Background: an optimization exercise with open tools, aiming at small area. Do not read the settings as production practice. In this exercise RTL edits were held to simulation tests only and were not proved equivalent to the original. The clock cells of this run come from the design's own scripts or RTL, not from TritonCTS. The clock input has no modelled driver; a real chip could not lean on it and would need a root buffer or a full tree. No activity file was given, so power comes from the tool's default toggle rates.

File: flow/run.sh
#!/bin/bash
# Own layout flow: ORFS's standard flow (standard.sh), with
#  - synthesis keeping the smallest of several ABC area mappings (flow/synth.tcl),
#  - port buffers of the smallest buffer cell (one size up for a high-fanout input, flow/ports.tcl),
#  - a two-stage inverter clock tree, the second stage driving clusters of registers, in place of
#    ORFS's CTS (flow/cts.tcl).
set -euo pipefail
W=$(pwd)
export MY_ABC_LIST=$W/flow/abc_scripts.txt MY_ABC_TMP=$W/abc_tmp
mkdir -p "$MY_ABC_TMP"
SYN="SYNTH_SCRIPT=$W/flow/synth.tcl"
# a constant output gets the smallest buffer
MINBUF="MIN_BUF_CELL_AND_PORTS=sky130_fd_sc_hd__buf_1 A X"
PORTS="BUFFER_PORTS_ARGS=-buffer_cell sky130_fd_sc_hd__buf_1"
HOOK="PRE_RESIZE_TCL=$W/flow/ports.tcl"
export MAX_FANOUT_BUF1=16 MAX_FANOUT_X0=10
bash standard.sh "$SYN" "$MINBUF" synth > "$W/run_synth.log" 2>&1
bash standard.sh "$SYN" "$MINBUF" "$PORTS" "$HOOK" place > "$W/run_place.log" 2>&1
export RES=$W/orfs/results/$FLOW_PLATFORM/Top_Module/base
export CLK_NET=clk CLK_ROOT=${CLK_ROOT:-sky130_fd_sc_hd__inv_2} CLK_BUF=${CLK_BUF:-sky130_fd_sc_hd__inv_12} CLK_K=${CLK_K:-2}
openroad -no_init -exit "$W/flow/cts.tcl" > "$W/run_cts.log" 2>&1
bash standard.sh "$SYN" "$MINBUF" "$PORTS" "$HOOK" finish > "$W/run_finish.log" 2>&1
File: flow/synth.tcl
# The standard synthesis script (synth_recipe.tcl), with one change: the
# combinational mapping (ABC) runs each of the area scripts listed in
# flow/abc_scripts.txt (one per line, commands separated by ';') and keeps the
# smallest fully mapped result. Flip-flops are mapped before ABC runs, so the
# registers are the standard synthesis's.
proc synth {args} { yosys synth -nofsm -noshare {*}$args }
proc design_area {lib_args} {
  set s [tee -q -s result.string stat {*}$lib_args]
  if {[regexp {Chip area for module '[^']*': ([0-9.]+)} $s -> a]} { return $a }
  return 1e30
}
proc abc {args} {
  set i [lsearch -exact $args -script]
  if { $i < 0 } { yosys abc {*}$args; return }
  set lib_args {}
  foreach {k v} $args { if {$k eq "-liberty"} { lappend lib_args -liberty $v } }
  set scripts {}
  set f [open $::env(MY_ABC_LIST) r]
  set n 0
  while {[gets $f line] >= 0} {
    set line [string trim $line]
    if {$line eq ""} { continue }
    set path [file join $::env(MY_ABC_TMP) abc_[incr n].script]
    set o [open $path w]
    foreach c [split $line ";"] { puts $o [string trim $c] }
    close $o
    lappend scripts $path
  }
  close $f
  design -save before_abc
  set best ""; set best_area 1e30
  foreach s $scripts {
    design -load before_abc
    lset args [expr {$i + 1}] $s
    yosys abc {*}$args
    yosys opt_clean
    # a result with unmapped cells is not usable
    set unmapped [tee -q -s result.string select -count t:\$*]
    if {[regexp {([0-9]+) objects} $unmapped -> nu] && $nu > 0} {
      puts "ABC script $s: $nu unmapped cells, skipped"
      continue
    }
    set a [design_area $lib_args]
    puts "ABC script $s: area $a"
    if {$a < $best_area} { set best_area $a; set best $s }
  }
  puts "ABC: using $best (area $best_area)"
  design -load before_abc
  lset args [expr {$i + 1}] $best
  yosys abc {*}$args
}
source $::env(SCRIPTS_DIR)/synth.tcl
# left out here: clear keep_hierarchy, flatten, clean up, hide names made inside functions, write 1_2_yosys.v
File: design.v
module Decoder_7_segment(
    input [3:0] in,
    output [6:0] seg
    );
    wire d3 = in[3], d2 = in[2], d1 = in[1], d0 = in[0];
    assign seg[0] = (d2 & d1 & d0) | (~d3 & ~d2 & ~d1);
    assign seg[1] = (~d2 & d1) | (d1 & d0) | (~d3 & ~d2 & d0);
    assign seg[2] = d0 | (d2 & ~d1);
    assign seg[3] = (d2 & ~d1 & ~d0) | (d2 & d1 & d0) | (~d3 & ~d2 & ~d1 & d0);
    assign seg[4] = ~d2 & d1 & ~d0;
    assign seg[5] = (~d3 & d2 & d1 & ~d0) | (d2 & ~d1 & d0);
    assign seg[6] = (d2 & ~d1 & ~d0) | (~d3 & ~d2 & ~d1 & d0);
endmodule
module Top_Module(
    input clk,
    input rst,   
    input sw,    
    input btnC,  
    input btnU,  
    input btnR,  
    output [6:0] seg,
    output [3:0] an,
    output [7:0] led
    );
    localparam [5:0] Z_INV = 6'b100011;
    localparam [9:0] Y_INV = 10'b0000000000;
    localparam [5:0] B_INV = 6'b000000;          
    localparam [13:0] C_INV = 14'b00000000000000;
    localparam [19:0] T_INV = 20'b00000000000000000000;  
    localparam [3:0] D_INV = 4'b0001;
    localparam [1:0] PARTIAL = 2'b00;             
    reg [5:0] z_r;
    reg [9:0] y_r;
    wire [5:0] z = z_r ^ Z_INV;
    wire [9:0] y = y_r ^ Y_INV;
    localparam [9:0] Y_RESET = 10'b0101100000;    
    wire y_last  = PARTIAL[0] ? ({y[8:6], y[4:0]} == 8'b01010000)   
                              : (y == 10'b0010110000);
    wire y_first = PARTIAL[0] ? (y[8:0] == 9'b011000000)            
                              : (y == 10'b1011000000);
    wire rise = y_last  & (z[1:0] == 2'b01);
    wire pulse = y_first & (z[1:0] == 2'b11);
    always @(posedge clk)
        if (rst) begin
            z_r <= 6'd56 ^ Z_INV;
            y_r <= Y_RESET ^ Y_INV;
        end else begin
            z_r <= (z + 1'b1) ^ Z_INV;
            y_r <= {y[8:0], ~(y[9] ^ y[6] ^ y_last)} ^ Y_INV;
        end
    reg [5:0] b_r;
    wire [5:0] b = b_r ^ B_INV;
    wire qc = b[5], dc = b[4], qu = b[3], du = b[2], qr = b[1], dr = b[0];
    always @(posedge clk)
        if (rst)
            b_r <= B_INV;
        else if (rise)
            b_r <= {btnC, btnC & ~qc, btnU, btnU & ~qu, btnR, btnR & ~qr} ^ B_INV;
    wire clr   = dc;
    wire minup = pulse & dr;
    wire hrup  = pulse & du;
    reg [13:0] c_r;
    wire [13:0] c = c_r ^ C_INV;
    localparam [13:0] C_RESET = 14'b00010101000000;   
    wire c_last = PARTIAL[1] ? ({c[12:11], c[9:0]} == 12'b001010100000)
                             : (c == 14'b00001010100000);
    wire run  = sw & ~clr & ~minup & ~hrup;
    wire tick = run & c_last;
    always @(posedge clk)
        if (rst)
            c_r <= C_RESET ^ C_INV;
        else if (run)
            c_r <= {c[12:0], ~(c[13] ^ c[12] ^ c_last)} ^ C_INV;
    reg [19:0] t_r;
    wire [19:0] t = t_r ^ T_INV;
    wire [1:0] h2 = t[19:18];
    wire [3:0] h1 = t[17:14];
    wire [2:0] m2 = t[13:11];
    wire [3:0] m1 = t[10:7];
    wire [2:0] s2 = t[6:4];
    wire [3:0] s1 = t[3:0];
    wire s1_9 = s1[3] & s1[0];
    wire s59  = s1_9 & s2[2] & s2[0];
    wire m1_9 = m1[3] & m1[0];
    wire m59  = m1_9 & m2[2] & m2[0];
    wire h1_9 = h1[3] & h1[0];
    wire h23  = h2[1] & h1[1] & h1[0];
    wire minc = minup | (tick & s59);
    wire hinc = (hrup & ~minup) | (tick & s59 & m59);
    function [3:0] bcd10_t(input [3:0] q);
        bcd10_t = {q[0] & (q[3] | (q[2] & q[1])), q[0] & q[1], q[0] & ~q[3], 1'b1};
    endfunction
    function [2:0] bcd6_t(input [2:0] q);
        bcd6_t = {q[0] & (q[1] | q[2]), q[0] & ~q[2], 1'b1};
    endfunction
    wire e_s2 = tick & s1_9;
    wire e_m2 = minc & m1_9;
    wire [3:0] s1_n = s1 ^ ({4{tick}} & bcd10_t(s1));
    wire [2:0] s2_n = s2 ^ ({3{e_s2}} & bcd6_t(s2));
    wire [3:0] m1_n = m1 ^ ({4{minc}} & bcd10_t(m1));
    wire [2:0] m2_n = m2 ^ ({3{e_m2}} & bcd6_t(m2));
    wire [3:0] h1_t = bcd10_t(h1) & {1'b1, ~h2[1], 2'b11};
    wire [3:0] h1_n = h1 ^ ({4{hinc}} & h1_t);
    wire [1:0] h2_n = {(h2[1] & ~(hinc & h23)) | (hinc & h1_9 & h2[0]),
                       h2[0] ^ (hinc & h1_9)};
    always @(posedge clk)
        if (rst | clr)
            t_r <= T_INV;
        else
            t_r <= {h2_n, h1_n, m2_n, m1_n, s2_n, s1_n} ^ T_INV;
    assign led = {1'b0, s2, s1};
    reg [3:0] d_r;
    wire [3:0] d = d_r ^ D_INV;
    reg [3:0] d_n;
    always @(*)
        case (z[5:4])
        2'd3: d_n = {2'b00, h2};
        2'd0: d_n = h1;
        2'd1: d_n = {1'b0, m2};
        default: d_n = m1;
        endcase
    always @(posedge clk)
        if (rst)
            d_r <= 4'd14 ^ D_INV;
        else if (z[3:0] == 4'hf)
            d_r <= d_n ^ D_INV;
    wire blank = d[3] & d[2];
    assign an = blank ? 4'b0000 : ~(4'b1000 >> z[5:4]);
    Decoder_7_segment dec (.in(d), .seg(seg));
endmodule
File: config.mk
export PLATFORM = sky130hd
export DESIGN_NAME = Top_Module
export DESIGN_NICKNAME = Top_Module
export VERILOG_FILES = /design/flow/design.v
export SDC_FILE = /design/flow/constraint.sdc
export NUM_CORES = 4
export LEC_CHECK = 0
export ABC_AREA = 1
export CAP_MARGIN = 20
export CORE_MARGIN = 2
export CORE_UTILIZATION = 40
export GPL_TIMING_DRIVEN = 0
export PLACE_DENSITY = 0.6
export SLEW_MARGIN = 20
File: constraint.sdc
create_clock -name core_clock -period 10.0 [get_ports {clk}]
set_input_delay 2.0000 -clock core_clock [delete_from_list [all_inputs] [get_ports {clk}]]
set_output_delay 2.0000 -clock core_clock [all_outputs]
set_load 0.01 [all_outputs]
File: flow/ports.tcl
set block [ord::get_db_block]
set db [ord::get_db]
set bigger [$db findMaster sky130_fd_sc_hd__buf_2]
foreach bterm [$block getBTerms] {
  if {[$bterm getIoType] ne "INPUT"} { continue }
  set net [$bterm getNet]
  if {$net eq "NULL" || [$net getSigType] eq "CLOCK"} { continue }
  foreach it [$net getITerms] {
    set inst [$it getInst]
    if {[[$inst getMaster] getName] ne "sky130_fd_sc_hd__buf_1"} { continue }
    set onet [[$inst findITerm X] getNet]
    if {$onet eq "NULL"} { continue }
    set fanout [llength [$onet getITerms]]
    if {$fanout > 1 + $::env(MAX_FANOUT_BUF1)} {
      puts "port [$bterm getName]: buffer [$inst getName] drives [expr {$fanout - 1}] pins, now buf_2"
      $inst swapMaster $bigger
    }
  }
}
foreach inst [$block getInsts] {
  set m [[$inst getMaster] getName]
  if {![regexp {^(.*)_0$} $m -> base]} { continue }
  set m1 [$db findMaster ${base}_1]
  if {$m1 eq "NULL"} { continue }
  foreach it [$inst getITerms] {
    if {![$it isOutputSignal]} { continue }
    set n [$it getNet]
    if {$n eq "NULL"} { continue }
    set fanout [expr {[llength [$n getITerms]] - 1 + [llength [$n getBTerms]]}]
    if {$fanout > $::env(MAX_FANOUT_X0)} {
      puts "cell [$inst getName] ($m) drives $fanout pins, now ${base}_1"
      $inst swapMaster $m1
    }
  }
}
File: standard.sh
#!/bin/bash
# synth_recipe.tcl (not shown) runs the flow's synth.tcl, then flattens the netlist and writes it again
# the make line also repeats each setting of config.mk as NAME=value (left out here)
make -C /OpenROAD-flow-scripts/flow DESIGN_CONFIG=/design/flow/config.mk WORK_HOME=/design/flow/orfs CLKGATE_MAP_FILE= SYNTH_SCRIPT=/design/flow/synth_recipe.tcl "${@:-finish}"
File: flow/abc_scripts.txt
strash;&get -n;&st;&synch2;&if -m -a -K 6;&mfs;&st;&dch;&nf -R 1000;&put;topo
strash;balance -l;resub -K 6 -l;rewrite -l;resub -K 6 -N 2 -l;refactor -l;resub -K 8 -l;balance -l;resub -K 8 -N 2 -l;rewrite -l;resub -K 10 -l;rewrite -z -l;resub -K 10 -N 2 -l;balance -l;resub -K 12 -l;refactor -z -l;resub -K 12 -N 2 -l;rewrite -z -l;balance -l;balance -l;resub -K 6 -l;rewrite -l;resub -K 6 -N 2 -l;refactor -l;resub -K 8 -l;balance -l;resub -K 8 -N 2 -l;rewrite -l;resub -K 10 -l;rewrite -z -l;resub -K 10 -N 2 -l;balance -l;resub -K 12 -l;refactor -z -l;resub -K 12 -N 2 -l;rewrite -z -l;balance -l;dch -f;amap;mfs2;strash;dch -f;map -a;mfs2;strash;dch -f;amap;topo
strash;&get -n;&fraig -x;&put;dch -f;map -a;mfs2;strash;dch -f;map -a;topo
strash;dc2;dch -f;map -a;mfs2;strash;dc2;dch -f;map -a;topo
strash;&get -n;&st;&dc2;&dch -f;&put;map -a;mfs2 -a;strash;dch -f;map -a;topo
strash;balance;rewrite;refactor;balance;rewrite;rewrite -z;balance;refactor -z;rewrite -z;balance;balance -l;resub -K 6 -l;rewrite -l;resub -K 6 -N 2 -l;refactor -l;resub -K 8 -l;balance -l;resub -K 8 -N 2 -l;rewrite -l;resub -K 10 -l;rewrite -z -l;resub -K 10 -N 2 -l;balance -l;resub -K 12 -l;refactor -z -l;resub -K 12 -N 2 -l;rewrite -z -l;balance -l;dch -f;map -a;strash;balance -l;resub -K 6 -l;rewrite -l;resub -K 6 -N 2 -l;refactor -l;resub -K 8 -l;balance -l;resub -K 8 -N 2 -l;rewrite -l;resub -K 10 -l;rewrite -z -l;resub -K 10 -N 2 -l;balance -l;resub -K 12 -l;refactor -z -l;resub -K 12 -N 2 -l;rewrite -z -l;balance -l;dch -f;map -a;mfs2;strash;dch -f;map -a;topo
strash;ifraig;balance -l;resub -K 6 -l;rewrite -l;resub -K 6 -N 2 -l;refactor -l;resub -K 8 -l;balance -l;resub -K 8 -N 2 -l;rewrite -l;resub -K 10 -l;rewrite -z -l;resub -K 10 -N 2 -l;balance -l;resub -K 12 -l;refactor -z -l;resub -K 12 -N 2 -l;rewrite -z -l;balance -l;dch -f;map -a;mfs2;strash;balance -l;resub -K 6 -l;rewrite -l;resub -K 6 -N 2 -l;refactor -l;resub -K 8 -l;balance -l;resub -K 8 -N 2 -l;rewrite -l;resub -K 10 -l;rewrite -z -l;resub -K 10 -N 2 -l;balance -l;resub -K 12 -l;refactor -z -l;resub -K 12 -N 2 -l;rewrite -z -l;balance -l;dch -f;map -a;topo
strash;&get -n;&st;&syn2;&dch;&put;amap;mfs2;strash;&get -n;&st;&syn3;&dch -f;&put;map -a;topo
strash;&get -n;&st;&dch;&nf -p -a;&put;mfs2;strash;dch -f;map -a;topo
strash;balance;rewrite;refactor;balance;rewrite;rewrite -z;balance;refactor -z;rewrite -z;balance;balance;rewrite;refactor;balance;rewrite;rewrite -z;balance;refactor -z;rewrite -z;balance;dch -f;map -a;mfs2;strash;dch -f;map -a;mfs2;strash;dch -f;map -a;topo
strash;balance;rewrite;refactor;balance;rewrite;rewrite -z;balance;refactor -z;rewrite -z;balance;dch -f;map -a;mfs2;strash;dch -f;map -a;topo
strash;balance -l;resub -K 6 -l;rewrite -l;resub -K 6 -N 2 -l;refactor -l;resub -K 8 -l;balance -l;resub -K 8 -N 2 -l;rewrite -l;resub -K 10 -l;rewrite -z -l;resub -K 10 -N 2 -l;balance -l;resub -K 12 -l;refactor -z -l;resub -K 12 -N 2 -l;rewrite -z -l;balance -l;dch -f;map -a;mfs2;strash;balance -l;resub -K 6 -l;rewrite -l;resub -K 6 -N 2 -l;refactor -l;resub -K 8 -l;balance -l;resub -K 8 -N 2 -l;rewrite -l;resub -K 10 -l;rewrite -z -l;resub -K 10 -N 2 -l;balance -l;resub -K 12 -l;refactor -z -l;resub -K 12 -N 2 -l;rewrite -z -l;balance -l;dch -f;map -a;topo
strash;&get -n;&fraig -x;&put;balance -l;resub -K 6 -l;rewrite -l;resub -K 6 -N 2 -l;refactor -l;resub -K 8 -l;balance -l;resub -K 8 -N 2 -l;rewrite -l;resub -K 10 -l;rewrite -z -l;resub -K 10 -N 2 -l;balance -l;resub -K 12 -l;refactor -z -l;resub -K 12 -N 2 -l;rewrite -z -l;balance -l;balance -l;resub -K 6 -l;rewrite -l;resub -K 6 -N 2 -l;refactor -l;resub -K 8 -l;balance -l;resub -K 8 -N 2 -l;rewrite -l;resub -K 10 -l;rewrite -z -l;resub -K 10 -N 2 -l;balance -l;resub -K 12 -l;refactor -z -l;resub -K 12 -N 2 -l;rewrite -z -l;balance -l;dch -f;map -a;mfs2;strash;dch -f;map -a;mfs2;strash;dch -f;map -a;topo
strash;balance -l;resub -K 6 -l;rewrite -l;resub -K 6 -N 2 -l;refactor -l;resub -K 8 -l;balance -l;resub -K 8 -N 2 -l;rewrite -l;resub -K 10 -l;rewrite -z -l;resub -K 10 -N 2 -l;balance -l;resub -K 12 -l;refactor -z -l;resub -K 12 -N 2 -l;rewrite -z -l;balance -l;dch -f;amap;mfs2;strash;dch -f;map -a;topo
strash;dch -f;amap;topo
strash;balance -l;resub -K 6 -l;rewrite -l;resub -K 6 -N 2 -l;refactor -l;resub -K 8 -l;balance -l;resub -K 8 -N 2 -l;rewrite -l;resub -K 10 -l;rewrite -z -l;resub -K 10 -N 2 -l;balance -l;resub -K 12 -l;refactor -z -l;resub -K 12 -N 2 -l;rewrite -z -l;balance -l;dch -f;amap;mfs2;strash;dch -f;map -a;mfs2;strash;dch -f;amap;mfs2;strash;dch -f;amap;topo
strash;balance -l;resub -K 6 -l;rewrite -l;resub -K 6 -N 2 -l;refactor -l;resub -K 8 -l;balance -l;resub -K 8 -N 2 -l;rewrite -l;resub -K 10 -l;rewrite -z -l;resub -K 10 -N 2 -l;balance -l;resub -K 12 -l;refactor -z -l;resub -K 12 -N 2 -l;rewrite -z -l;balance -l;dch -f;amap;mfs2;strash;dch -f;amap;mfs2;strash;dch -f;map -a;mfs2;strash;dch -f;amap;topo
strash;balance -l;resub -K 6 -l;rewrite -l;resub -K 6 -N 2 -l;refactor -l;resub -K 8 -l;balance -l;resub -K 8 -N 2 -l;rewrite -l;resub -K 10 -l;rewrite -z -l;resub -K 10 -N 2 -l;balance -l;resub -K 12 -l;refactor -z -l;resub -K 12 -N 2 -l;rewrite -z -l;balance -l;dch -f;amap;mfs2;strash;dch -f;map -a;mfs2;strash;dch -f;amap;mfs2;strash;dch -f;map -a;mfs2;strash;dch -f;amap;topo
strash;ifraig;balance -l;resub -K 6 -l;rewrite -l;resub -K 6 -N 2 -l;refactor -l;resub -K 8 -l;balance -l;resub -K 8 -N 2 -l;rewrite -l;resub -K 10 -l;rewrite -z -l;resub -K 10 -N 2 -l;balance -l;resub -K 12 -l;refactor -z -l;resub -K 12 -N 2 -l;rewrite -z -l;balance -l;balance -l;resub -K 6 -l;rewrite -l;resub -K 6 -N 2 -l;refactor -l;resub -K 8 -l;balance -l;resub -K 8 -N 2 -l;rewrite -l;resub -K 10 -l;rewrite -z -l;resub -K 10 -N 2 -l;balance -l;resub -K 12 -l;refactor -z -l;resub -K 12 -N 2 -l;rewrite -z -l;balance -l;dch -f;amap;mfs2;strash;dch -f;map -a;mfs2;strash;dch -f;amap;mfs2;strash;dch -f;map -a;mfs2;strash;dch -f;amap;topo
strash;ifraig;balance -l;resub -K 6 -l;rewrite -l;resub -K 6 -N 2 -l;refactor -l;resub -K 8 -l;balance -l;resub -K 8 -N 2 -l;rewrite -l;resub -K 10 -l;rewrite -z -l;resub -K 10 -N 2 -l;balance -l;resub -K 12 -l;refactor -z -l;resub -K 12 -N 2 -l;rewrite -z -l;balance -l;balance -l;resub -K 6 -l;rewrite -l;resub -K 6 -N 2 -l;refactor -l;resub -K 8 -l;balance -l;resub -K 8 -N 2 -l;rewrite -l;resub -K 10 -l;rewrite -z -l;resub -K 10 -N 2 -l;balance -l;resub -K 12 -l;refactor -z -l;resub -K 12 -N 2 -l;rewrite -z -l;balance -l;dch -f;amap;mfs2;strash;dch -f;map -a;mfs2;strash;dch -f;amap;topo
strash;&get -n;&st;&syn2;&put;balance -l;resub -K 6 -l;rewrite -l;resub -K 6 -N 2 -l;refactor -l;resub -K 8 -l;balance -l;resub -K 8 -N 2 -l;rewrite -l;resub -K 10 -l;rewrite -z -l;resub -K 10 -N 2 -l;balance -l;resub -K 12 -l;refactor -z -l;resub -K 12 -N 2 -l;rewrite -z -l;balance -l;dch -f;amap;mfs2;strash;dch -f;map -a;mfs2;strash;dch -f;amap;topo
strash;balance;rewrite;refactor;balance;rewrite;rewrite -z;balance;refactor -z;rewrite -z;balance;balance -l;resub -K 6 -l;rewrite -l;resub -K 6 -N 2 -l;refactor -l;resub -K 8 -l;balance -l;resub -K 8 -N 2 -l;rewrite -l;resub -K 10 -l;rewrite -z -l;resub -K 10 -N 2 -l;balance -l;resub -K 12 -l;refactor -z -l;resub -K 12 -N 2 -l;rewrite -z -l;balance -l;dch -f;amap;mfs2;strash;dch -f;map -a;mfs2;strash;dch -f;amap;topo
strash;balance;rewrite;refactor;balance;rewrite;rewrite -z;balance;refactor -z;rewrite -z;balance;balance -l;resub -K 6 -l;rewrite -l;resub -K 6 -N 2 -l;refactor -l;resub -K 8 -l;balance -l;resub -K 8 -N 2 -l;rewrite -l;resub -K 10 -l;rewrite -z -l;resub -K 10 -N 2 -l;balance -l;resub -K 12 -l;refactor -z -l;resub -K 12 -N 2 -l;rewrite -z -l;balance -l;dch -f;amap;mfs2;strash;dch -f;map -a;mfs2;strash;dch -f;amap;mfs2;strash;dch -f;amap;topo
strash;&get -n;&st;&syn2;&put;balance -l;resub -K 6 -l;rewrite -l;resub -K 6 -N 2 -l;refactor -l;resub -K 8 -l;balance -l;resub -K 8 -N 2 -l;rewrite -l;resub -K 10 -l;rewrite -z -l;resub -K 10 -N 2 -l;balance -l;resub -K 12 -l;refactor -z -l;resub -K 12 -N 2 -l;rewrite -z -l;balance -l;dch -f;amap;mfs2;strash;dch -f;map -a;mfs2;strash;dch -f;amap;mfs2;strash;dch -f;amap;topo
strash;ifraig;balance -l;resub -K 6 -l;rewrite -l;resub -K 6 -N 2 -l;refactor -l;resub -K 8 -l;balance -l;resub -K 8 -N 2 -l;rewrite -l;resub -K 10 -l;rewrite -z -l;resub -K 10 -N 2 -l;balance -l;resub -K 12 -l;refactor -z -l;resub -K 12 -N 2 -l;rewrite -z -l;balance -l;balance -l;resub -K 6 -l;rewrite -l;resub -K 6 -N 2 -l;refactor -l;resub -K 8 -l;balance -l;resub -K 8 -N 2 -l;rewrite -l;resub -K 10 -l;rewrite -z -l;resub -K 10 -N 2 -l;balance -l;resub -K 12 -l;refactor -z -l;resub -K 12 -N 2 -l;rewrite -z -l;balance -l;dch -f;amap;mfs2;strash;dch -f;map -a;mfs2;strash;dch -f;amap;mfs2;strash;dch -f;amap;topo
File: flow/cts.tcl
# Clock distribution for a small design: the clock port drives one inverter
# (CLK_ROOT), which drives CLK_K inverters (CLK_BUF); each of those drives one
# cluster of registers (equal-size slices of the placed registers) and is
# placed at its cluster's centre.
# Replaces ORFS's CTS step: reads 3_place.odb, writes 4_1_cts.odb and 4_cts.sdc.
set R $::env(RES)
set P $::env(FLOW_HOME)/platforms/$::env(FLOW_PLATFORM)
read_liberty $P/lib/sky130_fd_sc_hd__tt_025C_1v80.lib
read_db $R/3_place.odb
read_sdc $R/3_place.sdc
source $P/setRC.tcl

set block [ord::get_db_block]
set dbu [$block getDbUnitsPerMicron]
set K $::env(CLK_K)
set pins {}
foreach it [[$block findNet $::env(CLK_NET)] getITerms] {
  set inst [$it getInst]
  set bb [$inst getBBox]
  lappend pins [list "[$inst getName]/[[$it getMTerm] getName]" \
    [expr {([$bb xMin] + [$bb xMax]) / 2.0 / $dbu}] \
    [expr {([$bb yMin] + [$bb yMax]) / 2.0 / $dbu}]]
}
set n [llength $pins]
# equal-size clusters: the sinks are cut into K slices of (nearly) equal
# count along the axis in which they spread the most
set xs {}; set ys {}
foreach p $pins { lappend xs [lindex $p 1]; lappend ys [lindex $p 2] }
set xs [lsort -real $xs]; set ys [lsort -real $ys]
set axis [expr {([lindex $xs end] - [lindex $xs 0]) >= ([lindex $ys end] - [lindex $ys 0]) ? 1 : 2}]
set sorted [lsort -real -index $axis $pins]
set groups {}; set cents {}
for {set k 0} {$k < $K} {incr k} {
  set lo [expr {($k * $n) / $K}]
  set hi [expr {(($k + 1) * $n) / $K - 1}]
  set g [lrange $sorted $lo $hi]
  set sx 0.0; set sy 0.0
  foreach p $g { set sx [expr {$sx + [lindex $p 1]}]; set sy [expr {$sy + [lindex $p 2]}] }
  lappend groups $g
  lappend cents [list [expr {$sx / [llength $g]}] [expr {$sy / [llength $g]}]]
}
# two inverting stages: the port drives one small inverter, which drives one
# larger inverter per cluster; the registers see the clock's own polarity.
set db [ord::get_db]
set clk_net [$block findNet $::env(CLK_NET)]
set cx 0.0; set cy 0.0
foreach c $cents { set cx [expr {$cx + [lindex $c 0] / $K}]; set cy [expr {$cy + [lindex $c 1] / $K}] }
set root [odb::dbInst_create $block [$db findMaster $::env(CLK_ROOT)] clkinv_root]
set root_net [odb::dbNet_create $block clknet_root]
$root_net setSigType CLOCK
[$root findITerm A] connect $clk_net
[$root findITerm Y] connect $root_net
$root setLocation [expr {int($cx * $dbu)}] [expr {int($cy * $dbu)}]
$root setPlacementStatus PLACED
for {set k 0} {$k < $K} {incr k} {
  set g [lindex $groups $k]
  if {[llength $g] == 0} { continue }
  set c [lindex $cents $k]
  set inv [odb::dbInst_create $block [$db findMaster $::env(CLK_BUF)] clkinv_$k]
  set net [odb::dbNet_create $block clknet_$k]
  $net setSigType CLOCK
  [$inv findITerm A] connect $root_net
  [$inv findITerm Y] connect $net
  $inv setLocation [expr {int([lindex $c 0] * $dbu)}] [expr {int([lindex $c 1] * $dbu)}]
  $inv setPlacementStatus PLACED
  foreach p $g {
    set it [$block findITerm [lindex $p 0]]
    $it disconnect
    $it connect $net
  }
  puts "clock inverter $k: [llength $g] sinks at ($c)"
}
detailed_placement
check_placement -verbose
set_propagated_clock [all_clocks]
estimate_parasitics -placement
report_clock_skew
report_checks -path_delay min
report_checks -path_delay max
write_db $R/4_1_cts.odb
unset_propagated_clock [all_clocks]
write_sdc -no_timestamp $R/4_cts.sdc
==> run_results.csv <==
group,metric,value,unit
layout,fin_nets,313,
synthesis,ys_ff_latch,60,
power,powerDensity,144,mW/mm^2
worst_setup_path,reg2reg_depth,17,
min_path,hold_end,"z_r[0]$_SDFF_PP1_",
routing,drc,0,
global_routing,grt_pass1_wl,7560,microns
worst_setup_path,reg2reg_to,"t_r[18]$_SDFF_PP0_",
worst_setup_path,endpoint_kind,"flip-flop",
min_path,hp-class,"reg -> reg",
placed_design,globalplace.congestion,0.745,
layout,diodes,0,
global_routing,grt_max_degree,31,
routing,vias,1885,
floorplanning,coreArea,0.00551,sq mm
worst_setup_path,crit_slowest_cell,"nand3_1",
layout,syn_to_final_growth,9.36,%
global_routing,grt-ovfl-total,0,
synthesis,synth.cell_area,0.00228,sq mm
routing,post_drt_wl_per_cell,11.1,microns
floorplanning,die_h,79.6,microns
worst_setup_path,crit_type,"in -> reg",
routing,dr.pass1.iters,4,
worst_setup_path,required,10.15,ns
timing,relSlewSlack,0.553,
synthesis,postSynthAreaPerCell,8.31,sq um
outcome,status,"timing/DRC/antenna clean",
synthesis,yosys-top-cells-area,"dfxtp_1 (53%), nor2_1 (8.5%), clkinv_1 (5.4%)",
power,totalPowerFinal,0.000360,W
timing,hold_viol,0,
layout,drive_above_1_share,0.0133,
worst_setup_path,cp_cell_sequence,"buf_1, nand3_1, nor2_1, nand2_1, nor2b_1, nand2_1, clkinv_1, nand2_1, o32ai_1, nand2_1, nor2_1, ha_1, and3_1",
global_routing,grt_util_all_layers,0.139,
placed_design,dpl.hpwl,3020,microns
global_routing,grt_pass1_vias,1711,
floorplanning,row_count,27,
worst_setup_path,r2r_start,"z_r[0]$_SDFF_PP1_",
global_routing,antenna_found_initial,0,
floorplanning,dieArea,0.00633,sq mm
synthesis,ys.warnings.count,1,
placed_design,port_buffers,23,
min_path,worstHoldStart,"z_r[0]$_SDFF_PP1_",
timing,tns,0,ns
routing,postRouteWirelength,4150,microns
synthesis,synth_largest_area_cell,"dfxtp_1",
timing,fin_crit_sh,0.423,
worst_setup_path,path_common_cell,"nand2_1",
routing,drt_iter0_drc,67,
clocking,clkLatencyLatePin,0.25,ns
synthesis,yosysTopAreaCellShare,0.526,
timing,setup_viol,0,
routing,via_per_inst,5.05,
worst_setup_path,crit_fanout,17,
timing,clock_skew,0.00611,ns
timing,min_period,4.23,ns
power,p_leak,0.899,nW
synthesis,seq_area_frac_synth,0.526,
timing,rsz0062_at_grt,"false",
synthesis,postSynthCellCount,275,
worst_setup_path,rrSetupSlack,6.49,ns
power,ir_worst_vdd,0.0796,mV
routing,ant_nets,0,
worst_setup_path,critPathLaunchType,"input port",
min_path,hold_depth,1,
worst_setup_path,max_stage_delay,0.44,ns
timing,slew_viol_final,0,
floorplanning,start_util,0.415,
timing,timing.fmax,236,MHz
synthesis,syn-num-nets,285,
timing,worst_slew_pin_slew,0.669,ns
floorplanning,die_w,79.6,microns
layout,utilization,0.454,
clocking,path_clk_slew,0.11,ns
worst_setup_path,worstPathArrival,4.38,ns
flow_run,max_cap_viol_count,0,
floorplanning,io_pins,25,
synthesis,yosysUniqueCellTypes,27,
[how the worst max path moves through the flow]
stage / cells past startpoint / to / start
final: 13 / t_r[18]$_SDFF_PP0_ / sw
after detailed placement: 13 / t_r[18]$_SDFF_PP0_ / sw
after floorplan: 12 / t_r[18]$_SDFF_PP0_ / sw
after global placement: 4 / t_r[14]$_SDFF_PP0_ / rst
after global routing: 15 / t_r[16]$_SDFF_PP0_ / sw
[Yosys cell counts, drive strengths merged]
library cell,count
nor3,19
a211oi,4
a222oi,1
and2,2
nand2,25
nor4,2
nand4,1
buf,1
a32oi,3
o21a,2
nor2b,5
conb,1
a22oi,5
or2,3
and3,4
nand3,5
clkinv,33
a221oi,1
o21ai,7
nor2,52
dfxtp,60
a21oi,12
o22ai,15
ha,4
o32ai,1
o221ai,6
xor2,1
[sequential cells by signal, summed over array words and instances (netlist names)]
signal and cells:
y_r 10, b_r 6, z_r 6, d_r 4, t_r 20, c_r 14
[stage by stage]
stage | setup WS [ns] | hold slack (ns) | cells | instance area (sq um)
after floorplan | 5.96 | 0.362 | 275 | 2280
final | 5.77 | 0.408 | 373 | 2500
after global placement | 5.35 | 0.370 | 370 | 2460
after detailed placement | 5.49 | 0.381 | 370 | 2460
after global routing | 5.45 | 0.418 | 373 | 2500
[layout by cell type, fill, tap and decap left out, types with 5 or more instances in the layout]
master,synthesis,final
a22oi_1,5,5
nor3_1,19,19
nand2_1,25,25
nand3_1,5,5
o221ai_1,6,6
dfxtp_1,60,60
nor2b_1,5,5
clkinv_1,33,33
a21oi_1,12,12
nor2_1,52,52
buf_1,1,23
o21ai_0,7,7
o22ai_1,15,15
[routing by layer]
layer / vias to the layer above / routed length [microns] / GRT usage
met3: 5 / 123 / 0.00679
met4: 0 / 65 / 0.0207
li1: 1013 / - / -
met1: 839 / 2130 / 0.196
met2: 28 / 1840 / 0.241
met5: - / 0 / 0
[where the power goes]
part | internal, W | switching, W
registers | 0.000246 | 0.00000423
clock network | 0.0000110 | 0.0000779
logic | 0.00000758 | 0.0000131
total | 0.000265 | 0.0000952
[worst max-delay path: cells and delay by family]
kind	cells	cell delay (ns)
buffers and inverters	2	0.15
adder cells (fa/ha/maj)	1	0.24
AO/OA/AOI/OAI	1	0.29
AND/OR/NAND/NOR	9	1.68
[logic make-up after synthesis]
family / synth area share
compound gates: 0.165
fa+ha+maj: 0.0219
simple gates: 0.226
other cells: 0.00164
buf+inv: 0.0559
flops: 0.526
xor+xnor: 0.00383
[final cells by class]
cell class                      count  area, sq um
Fill cell                         594         3010
Tap cell                           72         90.1
Timing Repair Buffer               23         87.6
Multi-Input combinational cell    181          956
Inverter                           36          160
Sequential cell                    60         1200
Buffer                              1         3.75

==> what the ideal ports hide <==
Ports are ideal in the flow. The routed layout listed here was re-timed in OpenROAD. Step 1 (the two cells are an assumption about what drives the block):
set clk [get_ports {clk}]
set_driving_cell -lib_cell sky130_fd_sc_hd__clkbuf_16 $clk
set_driving_cell -lib_cell sky130_fd_sc_hd__buf_2 [delete_from_list [all_inputs] $clk]
Step 2, shift: input delay + t, output delay - t, t = (earliest + latest rising clock arrival at the registers) / 2. This alone moves slack from input paths to output paths. a / b / c = ideal ports / drivers / drivers and shift; a / b = the first two.
shift t [ns]: 0.275
setup WS [ns]: 5.771 / 5.770 / 5.496
latest minus earliest clock arrival (ns): 0.006 / 0.007
slew at the worst register clock pin (ns): 0.11 / 0.11
pins driven straight from the clock port: 1
After both steps setup and hold are still met in this run. The setup slack of this run moves by -0.001 ns with the drivers and by -0.275 ns with both steps.
